This design comes from an exercise in tuning for small area, a short achievable clock period and few clock cycles per item on the open sky130 flow, not from production work. Function was checked by simulation only, so behaviour that the tests miss may differ from the original.

## dct8_top
module dct8_top #(
    parameter N         = DCT8_N,
    parameter IN_W      = DCT8_IN_W,
    parameter COEFF_W   = DCT8_COEFF_W,
    parameter OUT_W     = DCT8_OUT_W,
    parameter FRAC_BITS = DCT8_FRAC_BITS
)(
    input  wire                    clk,
    input  wire                    rst_n,
    input  wire                    din_valid,
    input  wire signed [IN_W-1:0]  din,
    output wire                    din_ready,
    output wire                    dout_valid,
    output wire signed [OUT_W-1:0] dout,
    input  wire                    dout_ready
);
    reg  [2:0] in_cnt;       
    reg        pend;         
    reg  [1:0] pi;           
    reg        o_v;          
    reg  [2:0] o_k;          
    reg        p1v, p2v;     
    reg        qv0, qv1, qv2, qv3;   
    reg  [15:0] xin;
    reg  [17:0] r0, r1, r2, r3;        
    reg  [16:0] wd1, wd2, wd3;         
    reg  [16:0] od0, od1, od2, od3;    
    reg  [17:0] oa0, oa1, ob0, ob1;
    reg  [17:0] q0, q1, q2, q3;        
    reg        dnr;          
    wire issue  = o_v & ~qv3 & ~(qv2 & (p1v | p2v)) & ~(qv1 & p1v & p2v);
    wire o_free = ~o_v | ((o_k == 3'd7) & issue);
    wire last   = pend & (pi == 2'd0);
    wire o_load = last & o_free;
    wire pdo    = pend & (~last | o_free);    
    assign din_ready  = ~dnr;
    assign dout_valid = qv0;
    assign dout       = q0;
    wire acc_in = din_valid & din_ready;
    wire pop    = qv0 & dout_ready;
    wire        push = acc_in & ~in_cnt[2];
    wire [17:0] dinw = {{2{din[15]}}, din};
    wire [16:0] xp   = r0[16:0];
    wire [16:0] xinx = {xin[15], xin};
    wire [16:0] pd   = xp - xinx;
    wire [17:0] xpx  = {xp[16], xp};
  ...
export LEC_CHECK = 0
export CAP_MARGIN = 20
export CORE_MARGIN = 2
export CORE_UTILIZATION = 30
export CTS_CLUSTER_DIAMETER = 120
export CTS_CLUSTER_SIZE = 24
export SLEW_MARGIN = 20
export SYNTH_HIERARCHICAL = 1
create_clock -name core_clock -period 14.0 [get_ports {clk}]
standard.sh (not shown) runs the stock make flow with config.mk's settings and CLKGATE_MAP_FILE= SYNTH_SCRIPT=/design/flow/synth_recipe.tcl, a recipe that flattens the netlist after the stock synthesis.
==> flow/flow/run.sh <==
#!/bin/bash
set -euo pipefail
export SETUP_SLACK_MARGIN=10.0
PLATFORM_DONT_USE="$(make -s -C "$FLOW_HOME" DESIGN_CONFIG="$PWD/config.mk" WORK_HOME="$PWD/print_tmp" print-DONT_USE_CELLS | sed -n 's/^DONT_USE_CELLS: *//p')"
EXTRA="sky130_fd_sc_hd__clkdlybuf4s15_1 sky130_fd_sc_hd__clkdlybuf4s15_2 sky130_fd_sc_hd__clkdlybuf4s18_1 sky130_fd_sc_hd__clkdlybuf4s18_2 sky130_fd_sc_hd__clkdlybuf4s25_1 sky130_fd_sc_hd__clkdlybuf4s25_2 sky130_fd_sc_hd__clkdlybuf4s50_1 sky130_fd_sc_hd__clkdlybuf4s50_2 sky130_fd_sc_hd__dlygate4sd1_1 sky130_fd_sc_hd__dlygate4sd2_1 sky130_fd_sc_hd__dlygate4sd3_1 sky130_fd_sc_hd__dlymetal6s2s_1 sky130_fd_sc_hd__dlymetal6s4s_1 sky130_fd_sc_hd__dlymetal6s6s_1"
echo "DONT_USE_CELLS=$PLATFORM_DONT_USE $EXTRA" > dont_use.log
bash standard.sh "DONT_USE_CELLS=$PLATFORM_DONT_USE $EXTRA" finish > standard.log 2>&1
Testbench counts at the start, summed over its fixed seeds: cycles 6,240, items 768.
Change:
--- a/flow/design.v
+++ b/flow/design.v
@@ -37,23 +37,23 @@
     reg        p1v, p2v;     
     reg        qv0, qv1, qv2, qv3;   
     reg  [15:0] xin;
     reg  [17:0] r0, r1, r2, r3;        
     reg  [16:0] wd1, wd2, wd3;         
     reg  [16:0] od0, od1, od2, od3;    
     reg  [17:0] oa0, oa1, ob0, ob1;
     reg  [17:0] q0, q1, q2, q3;        
-    reg        dnr;          
+    reg        dr;           
     wire issue  = o_v & ~qv3 & ~(qv2 & (p1v | p2v)) & ~(qv1 & p1v & p2v);
     wire o_free = ~o_v | ((o_k == 3'd7) & issue);
     wire last   = pend & (pi == 2'd0);
     wire o_load = last & o_free;
     wire pdo    = pend & (~last | o_free);    
-    assign din_ready  = ~dnr;
+    assign din_ready  = dr;
     assign dout_valid = qv0;
     assign dout       = q0;
     wire acc_in = din_valid & din_ready;
     wire pop    = qv0 & dout_ready;
     wire        push = acc_in & ~in_cnt[2];
     wire [17:0] dinw = {{2{din[15]}}, din};
     wire [16:0] xp   = r0[16:0];
     wire [16:0] xinx = {xin[15], xin};
@@ -1133,17 +1133,17 @@
             o_v    <= 1'b0;
             o_k    <= 3'd0;
             p1v    <= 1'b0;
             p2v    <= 1'b0;
             qv0    <= 1'b0;
             qv1    <= 1'b0;
             qv2    <= 1'b0;
             qv3    <= 1'b0;
-            dnr    <= 1'b0;
+            dr     <= 1'b0;
         end else begin
             if (acc_in) in_cnt <= in_cnt + 3'd1;
             if (acc_in & in_cnt[2]) begin
                 pend <= 1'b1;
                 pi   <= ~in_cnt[1:0];
             end else if (pdo) begin
                 pend <= 1'b0;
             end
@@ -1155,12 +1155,12 @@
                 if (o_k == 3'd7) o_v <= 1'b0;
             end
             p1v <= issue;
             p2v <= p1v;
             qv0 <= qv0_n;
             qv1 <= qv1_n;
             qv2 <= qv2_n;
             qv3 <= qv3_n;
-            dnr <= ~dr_n;
+            dr  <= dr_n;
         end
     end
 endmodule
Register-to-register slack stays flat.
Worst setup slack gets better by 0.016 ns.
Via count fell by 3.6%.
Routed wire length fell by about 5%.
Cell area fell by about 1.5%.
Hold slack is about the same.
First-iteration DRC count fell by about 5%.
Critical path depth fell by 1.
Clock-buffer cell count fell by 3.
Die area fell by 1.1%.
Sequential share of layout area rose by 0.56 points.
Testbench counts after the change, summed over its fixed seeds: cycles 6,248, items 768.

-- afterwards: timing with drivers on the ports --
In the flow no input, the clock included, has a driving cell. The finished layouts below were timed again as built, in two steps.
Step 1 sets driving cells, clkbuf_16 on the clock port and buf_2 on the other inputs (assumed; they add their load-dependent delay and slew).
Step 2, shift: input delay + t, output delay - t, t = (earliest + latest rising clock arrival at the registers) / 2. This alone moves slack from input paths to output paths.
a / b / c = ideal / step 1 / step 2; a / b = the first two.
| run | t (ns) | slack for setup (ns) | latest minus earliest clock arrival (ns) | worst register clock-pin slew, ns |
|---|---|---|---|---|
| the first run | 0.719 | 9.947 / 9.870 / 9.494 | 0.080 / 0.080 | 0.11 / 0.11 |
| the second run | 0.713 | 9.963 / 9.898 / 9.395 | 0.044 / 0.044 | 0.11 / 0.11 |
After both steps every run listed still meets setup and hold. For the second run, which loses most, drivers alone change the setup slack by -0.065 ns; drivers and shift together by -0.568 ns.
